This is an optimization exercise on Yosys and OpenROAD, whose aim is small area and a short achievable clock period, not a production implementation.
The RTL was checked by simulation tests, not by an equivalence proof against the original design.
No activity file was given, so power comes from the tool's default toggle rates.

==> build 33: inputs <==
==> flow/design.v (excerpt) <==
module mproc (input wire clk, reset, input wire [15:0] d_in, output wire [6:0] addr, output wire [15:0] d_out);
  reg  [6:0]   pc;
  reg  [10:0]  ir;       
  reg  [1:0]   cls;      
  reg  [127:0] rfn;      
  wire [127:0] rf = ~rfn;
  reg  [15:0]  opa, opb; 
  reg          f, l, c;  
  wire e   = ~f & ~l;
  wire ld  = cls == 2'b10;
  wire ef  = e & ~ld;
  wire el  = e & ld;
  wire jmp = (cls == 2'b01) & ef;
  wire wr  = el | (ef & (cls == 2'b00));
  wire [2:0]  wa = ir[8:6];
  wire [15:0] res;
  wire [15:0] wd = reset ? 16'd0 : (el ? d_in : res);
  wire        ua = reset | f | (wr & (wa == ir[2:0]));
  wire        ub = reset | f | (wr & (wa == ir[5:3]));
  wire       fs = f & ~reset;
  wire [7:0] sa = (8'd1 << d_in[2:0]) & {8{fs}};
  wire [7:0] sb = (8'd1 << d_in[5:3]) & {8{fs}};
  wire [15:0] ra = (rf[15:0] & {16{sa[0]}}) |
                     (rf[31:16] & {16{sa[1]}}) |
                     (rf[47:32] & {16{sa[2]}}) |
                     (rf[63:48] & {16{sa[3]}}) |
                     (rf[79:64] & {16{sa[4]}}) |
                     (rf[95:80] & {16{sa[5]}}) |
  ...
==> module mproc, before the edit <==
module mproc (input wire clk, reset, input wire [15:0] d_in, output wire [6:0] addr, output wire [15:0] d_out);
  reg  [6:0]   pc;
  reg  [10:0]  ir;       
  reg  [1:0]   cls;      
  reg  [127:0] rfn;      
  wire [127:0] rf = ~rfn;
  reg  [15:0]  opa, opb; 
  reg          f, l, c;  
  wire e   = ~f & ~l;
  wire ld  = cls == 2'b10;
  wire ef  = e & ~ld;
  wire el  = e & ld;
  wire jmp = (cls == 2'b01) & ef;
  wire wr  = el | (ef & (cls == 2'b00));
  wire [2:0]  wa = ir[8:6];
  wire [15:0] res;
  wire [15:0] wd = reset ? 16'd0 : (el ? d_in : res);
  wire        ua = reset | f | (wr & (wa == ir[2:0]));
  wire        ub = reset | f | (wr & (wa == ir[5:3]));
  wire       fs = f & ~reset;
  wire [7:0] sa = (8'd1 << d_in[2:0]) & {8{fs}};
  wire [7:0] sb = (8'd1 << d_in[5:3]) & {8{fs}};
  wire [15:0] ra = (rf[15:0] & {16{sa[0]}}) |
                     (rf[31:16] & {16{sa[1]}}) |
                     (rf[47:32] & {16{sa[2]}}) |
                     (rf[63:48] & {16{sa[3]}}) |
                     (rf[79:64] & {16{sa[4]}}) |
                     (rf[95:80] & {16{sa[5]}}) |
                     (rf[111:96] & {16{sa[6]}}) |
                     (rf[127:112] & {16{sa[7]}}) |
                     (wd & {16{ua & ~fs}}) | (opa & {16{~ua}});
  wire [15:0] rb = (rf[15:0] & {16{sb[0]}}) |
                     (rf[31:16] & {16{sb[1]}}) |
                     (rf[47:32] & {16{sb[2]}}) |
                     (rf[63:48] & {16{sb[3]}}) |
                     (rf[79:64] & {16{sb[4]}}) |
                     (rf[95:80] & {16{sb[5]}}) |
                     (rf[111:96] & {16{sb[6]}}) |
                     (rf[127:112] & {16{sb[7]}}) |
                     (wd & {16{ub & ~fs}}) | (opb & {16{~ub}});
  wire [15:0] a = opa, b = opb;
  wire [1:0]  op = ir[10:9];
  wire [17:0] s2 = {1'b0, a, 1'b1} + {1'b0, b ^ {16{op[0]}}, op[0]};
  wire [16:0] s  = s2[17:1];
  assign res = op[1] ? (op[0] ? (a | b) : (a & b)) : s[15:0];
  wire nz = |d_in[13:11];
  wire [1:0] cls_in = {d_in[15] | (~d_in[14] & nz), d_in[14] | (~d_in[15] & nz)};
  wire       pc_inc = el | f;
  wire [6:0] pc_add = pc_inc ? 7'd1 : ~ir[6:0];
  wire       pc_cin = ~pc_inc;
  integer i;
  always @(posedge clk) begin
    c <= s[16];
    for (i = 0; i < 8; i = i + 1)
      if (reset | (wr & (wa == i))) rfn[16*i +: 16] <= ~wd;
    opa <= ra;
    opb <= rb;
    if (reset) begin
      pc <= 7'd0; ir <= 11'd0; cls <= 2'b00; f <= 1'b1; l <= 1'b0; c <= 1'b0;
    end else begin
      if (el | f | (jmp & c)) pc <= pc + pc_add + {6'd0, pc_cin};
      if (f) begin ir <= d_in[10:0]; cls <= cls_in; end
      f <= l | ef;
      l <= el;
    end
  end
  assign addr  = pc;
  assign d_out = opa;
endmodule
clock: 8.5 ns
lec_check: 0
abc_area: 1
cap_margin: 20
core_margin: 2
core_utilization: 60
cts_buf_list: sky130_fd_sc_hd__clkbuf_8
setup_slack_margin: 5.0
slew_margin: 20
tns_end_percent: 0
standard.sh (not shown) runs the stock make flow with config.mk's settings and CLKGATE_MAP_FILE= SYNTH_SCRIPT=/design/flow/synth_recipe.tcl, a recipe that flattens the netlist after the stock synthesis.
==> flow/flow/run.sh <==
#!/bin/bash
# The standard layout, with repair_timing aiming for a larger setup margin and
# plain buffers on the ports.
set -euo pipefail
bash standard.sh SETUP_SLACK_MARGIN=5.8 "BUFFER_PORTS_ARGS=-buffer_cell sky130_fd_sc_hd__buf_2" finish > run_standard.log 2>&1
==> inputs of build 1, as changes to build 33 <==
==> flow/design.v (replaced) <==
module mproc (input wire clk, reset, input wire [15:0] d_in, output wire [6:0] addr, output wire [15:0] d_out);
  reg  [6:0]   pc;
  reg  [10:0]  ir;       
  reg  [1:0]   cls;      
  reg  [127:0] rf;       
  reg  [15:0]  opa, opb; 
  reg          f, l, c;  
  wire e   = ~f & ~l;
  wire ld  = cls == 2'b10;
  wire ef  = e & ~ld;
  wire el  = e & ld;
  wire jmp = (cls == 2'b01) & ef;
  wire wr  = el | (ef & (cls == 2'b00));
  wire [7:0] sa = 8'd1 << d_in[2:0];
  wire [7:0] sb = 8'd1 << d_in[5:3];
  reg [15:0] ra, rb;
  integer k;
  always @* begin
    ra = 16'd0; rb = 16'd0;
    for (k = 0; k < 8; k = k + 1) begin
      ra = ra | (rf[16*k +: 16] & {16{sa[k]}});
      rb = rb | (rf[16*k +: 16] & {16{sb[k]}});
    end
  end
  wire [15:0] a = opa, b = opb;
  wire [1:0]  op = ir[10:9];
  wire [17:0] s2 = {1'b0, a, 1'b1} + {1'b0, b ^ {16{op[0]}}, op[0]};
  wire [16:0] s  = s2[17:1];
  wire [15:0] res = op[1] ? (op[0] ? (a | b) : (a & b)) : s[15:0];
  wire nz = |d_in[13:11];
  wire [1:0] cls_in = {d_in[15] | (~d_in[14] & nz), d_in[14] | (~d_in[15] & nz)};
  wire [15:0] wd = reset ? 16'd0 : (el ? d_in : res);
  wire [2:0]  wa = ir[8:6];
  wire        fs = f & ~reset;
  wire        ua = reset | f | (wr & (wa == ir[2:0]));
  wire        ub = reset | f | (wr & (wa == ir[5:3]));
  integer i;
  always @(posedge clk) begin
    c <= s[16];
    for (i = 0; i < 8; i = i + 1)
      if (reset | (wr & (wa == i))) rf[16*i +: 16] <= wd;
    if (ua) opa <= fs ? ra : wd;
    if (ub) opb <= fs ? rb : wd;
    if (reset) begin
      pc <= 7'd0; ir <= 11'd0; cls <= 2'b00; f <= 1'b1; l <= 1'b0; c <= 1'b0;
    end else begin
      if (el | f) pc <= pc + 7'd1;
      else if (jmp & c) pc <= pc - ir[6:0];
      if (f) begin ir <= d_in[10:0]; cls <= cls_in; end
      f <= l | ef;
      l <= el;
    end
  end
  assign addr  = pc;
  assign d_out = opa;
endmodule
==> flow/run.sh (new file) <==
#!/bin/bash
# synth_recipe.tcl (not shown) runs the flow's synth.tcl, then flattens the netlist and writes it again
# the make line also repeats each setting of config.mk as NAME=value (left out here)
make -C /OpenROAD-flow-scripts/flow DESIGN_CONFIG=/design/flow/config.mk WORK_HOME=/design/flow/orfs CLKGATE_MAP_FILE= SYNTH_SCRIPT=/design/flow/synth_recipe.tcl finish
--- a/flow/config.mk
+++ b/flow/config.mk
@@ -9,7 +9,5 @@
 export CAP_MARGIN = 20
 export CORE_MARGIN = 2
-export CORE_UTILIZATION = 60
-export CTS_BUF_LIST = sky130_fd_sc_hd__clkbuf_8
+export CORE_UTILIZATION = 70
 export SETUP_SLACK_MARGIN = 5.0
 export SLEW_MARGIN = 20
-export TNS_END_PERCENT = 0
removed: flow/flow/run.sh
removed: flow/standard.sh
==> inputs of build 18, as changes to build 33 <==
--- a/flow/config.mk
+++ b/flow/config.mk
@@ -9,7 +9,6 @@
 export CAP_MARGIN = 20
 export CORE_MARGIN = 2
-export CORE_UTILIZATION = 60
+export CORE_UTILIZATION = 50
 export CTS_BUF_LIST = sky130_fd_sc_hd__clkbuf_8
 export SETUP_SLACK_MARGIN = 5.0
 export SLEW_MARGIN = 20
-export TNS_END_PERCENT = 0
==> inputs of trial 47, as changes to build 33 <==
==> flow/design.v (replaced) <==
module mproc (input wire clk, reset, input wire [15:0] d_in, output wire [6:0] addr, output wire [15:0] d_out);
  reg  [6:0]   pc;
  reg  [10:0]  ir;       
  reg  [1:0]   cls;      
  reg  [127:0] rf;       
  reg  [15:0]  opa, opb; 
  reg          f, l, c;  
  wire e   = ~f & ~l;
  wire ld  = cls == 2'b10;
  wire ef  = e & ~ld;
  wire el  = e & ld;
  wire jmp = (cls == 2'b01) & ef;
  wire wr  = el | (ef & (cls == 2'b00));
  wire       fs = f & ~reset;
  wire [7:0] sa = (8'd1 << d_in[2:0]) & {8{fs}};
  wire [7:0] sb = (8'd1 << d_in[5:3]) & {8{fs}};
  wire [15:0] ra = (rf[15:0] & {16{sa[0]}}) |
                     (rf[31:16] & {16{sa[1]}}) |
                     (rf[47:32] & {16{sa[2]}}) |
                     (rf[63:48] & {16{sa[3]}}) |
                     (rf[79:64] & {16{sa[4]}}) |
                     (rf[95:80] & {16{sa[5]}}) |
                     (rf[111:96] & {16{sa[6]}}) |
                     (rf[127:112] & {16{sa[7]}});
  wire [15:0] rb = (rf[15:0] & {16{sb[0]}}) |
                     (rf[31:16] & {16{sb[1]}}) |
                     (rf[47:32] & {16{sb[2]}}) |
                     (rf[63:48] & {16{sb[3]}}) |
                     (rf[79:64] & {16{sb[4]}}) |
                     (rf[95:80] & {16{sb[5]}}) |
                     (rf[111:96] & {16{sb[6]}}) |
                     (rf[127:112] & {16{sb[7]}});
  wire [15:0] a = opa, b = opb;
  wire [1:0]  op = ir[10:9];
  wire [17:0] s2 = {1'b0, a, 1'b1} + {1'b0, b ^ {16{op[0]}}, op[0]};
  wire [16:0] s  = s2[17:1];
  wire [15:0] res = op[1] ? (op[0] ? (a | b) : (a & b)) : s[15:0];
  wire nz = |d_in[13:11];
  wire [1:0] cls_in = {d_in[15] | (~d_in[14] & nz), d_in[14] | (~d_in[15] & nz)};
  wire [15:0] wd = reset ? 16'd0 : (el ? d_in : res);
  wire [2:0]  wa = ir[8:6];
  wire        ua = reset | f | (wr & (wa == ir[2:0]));
  wire        ub = reset | f | (wr & (wa == ir[5:3]));
  integer i;
  always @(posedge clk) begin
    c <= s[16];
    for (i = 0; i < 8; i = i + 1)
      if (reset | (wr & (wa == i))) rf[16*i +: 16] <= wd;
    if (ua) opa <= ra | (wd & {16{~fs}});
    if (ub) opb <= rb | (wd & {16{~fs}});
    if (reset) begin
      pc <= 7'd0; ir <= 11'd0; cls <= 2'b00; f <= 1'b1; l <= 1'b0; c <= 1'b0;
    end else begin
      if (el | f) pc <= pc + 7'd1;
      else if (jmp & c) pc <= pc - ir[6:0];
      if (f) begin ir <= d_in[10:0]; cls <= cls_in; end
      f <= l | ef;
      l <= el;
    end
  end
  assign addr  = pc;
  assign d_out = opa;
endmodule
==> flow/flow/run.sh (replaced) <==
#!/bin/bash
# The standard layout, with repair_timing aiming for a larger setup margin and
# plain buffers on the ports.
set -euo pipefail
bash standard.sh SETUP_SLACK_MARGIN=5.45 "BUFFER_PORTS_ARGS=-buffer_cell sky130_fd_sc_hd__buf_2" finish > run_standard.log 2>&1
--- a/flow/config.mk
+++ b/flow/config.mk
@@ -9,7 +9,6 @@
 export CAP_MARGIN = 20
 export CORE_MARGIN = 2
-export CORE_UTILIZATION = 60
+export CORE_UTILIZATION = 50
 export CTS_BUF_LIST = sky130_fd_sc_hd__clkbuf_8
 export SETUP_SLACK_MARGIN = 5.0
 export SLEW_MARGIN = 20
-export TNS_END_PERCENT = 0
==> comparison table <==
Initial Util: trial 47 50.7%; build 1 71.4%; build 18 51.3%; build 33 61.0%
Result of the run: trial 47 finished clean; build 1 finished clean; build 18 finished clean; build 33 finished clean
Proportion of layout cells with a drive suffix above 1: trial 47 14.7%; build 1 7.95%; build 18 20.4%; build 33 14.7%
Final-layout fill cell count: trial 47 1750; build 1 882; build 18 1590; build 33 1334
Clock network latency to the later pin of the worst-skew pair: trial 47 0.48 ns; build 1 0.44 ns; build 18 0.47 ns; build 33 0.48 ns
Synthesized-area fraction occupied by ao, oa, aoi and oai cells: trial 47 12.4%; build 1 15.9%; build 18 16.6%; build 33 16.6%
Xor/xnor share of the synthesized area: trial 47 2.50%; build 1 2.56%; build 18 1.00%; build 33 1.00%
Count of buffers added by post-CTS timing repair for setup: trial 47 20; build 1 6; build 18 8; build 33 6
Total length of routed met3 wires: trial 47 2.99 mm; build 1 3.95 mm; build 18 2.91 mm; build 33 2.98 mm
Vias in the first global route: trial 47 7618; build 1 7977; build 18 7467; build 33 7373
Path length in cells of the critical path: trial 47 8; build 1 8; build 18 11; build 33 9
Core Util, Final: trial 47 58.1%; build 1 81.1%; build 18 60.3%; build 33 67.6%
Leakage: trial 47 4.81 nW; build 1 4.90 nW; build 18 4.61 nW; build 33 4.41 nW
Mean instance size in the synthesized netlist: trial 47 9.19 µm²; build 1 9.19 µm²; build 18 8.98 µm²; build 33 8.98 µm²
Area taken by flip-flops and latches: trial 47 5270 µm²; build 1 5270 µm²; build 18 5000 µm²; build 33 4960 µm²
Iteration-0 DRC count of the detailed router: trial 47 832; build 1 1523; build 18 942; build 33 909
Combinational cell fraction of total power: trial 47 29.9%; build 1 29.4%; build 18 36.9%; build 33 34.7%

-- static timing again, ports no longer ideal --
The flow's constraints put no driver on any port. The routed layouts listed below were extracted and timed again, unchanged, in two steps.
Step 1: set_driving_cell puts a clkbuf_16 on clk and a buf_2 on each other input, an assumption about the parent block.
Step 2 adds t to the input delays and takes it off the output delays; t is the mean of the earliest and latest rising clock arrival at the registers after step 1. Input paths then give back, and output paths get back, about the clock's delay inside the block.
Slacks: no drivers / after step 1 / after step 2; pairs: no drivers / after step 1.
run | shift t [ns] | slack for setup (ns) | clock arrival spread, ns | cell pins on the clock port's net
build 33 | 0.509 | 5.671 / 5.674 / 5.178 | 0.016 / 0.016 | 1
build 1 | 0.479 | 5.068 / 5.087 / 4.608 | 0.013 / 0.013 | 1
build 18 | 0.510 | 5.786 / 5.779 / 5.287 | 0.013 / 0.012 | 1
trial 47 | 0.509 | 5.472 / 5.490 / 4.981 | 0.020 / 0.020 | 1
After both steps setup and hold are still met in every run listed. For build 18, which loses most, drivers alone change the setup slack by -0.007 ns; drivers and shift together by -0.499 ns.
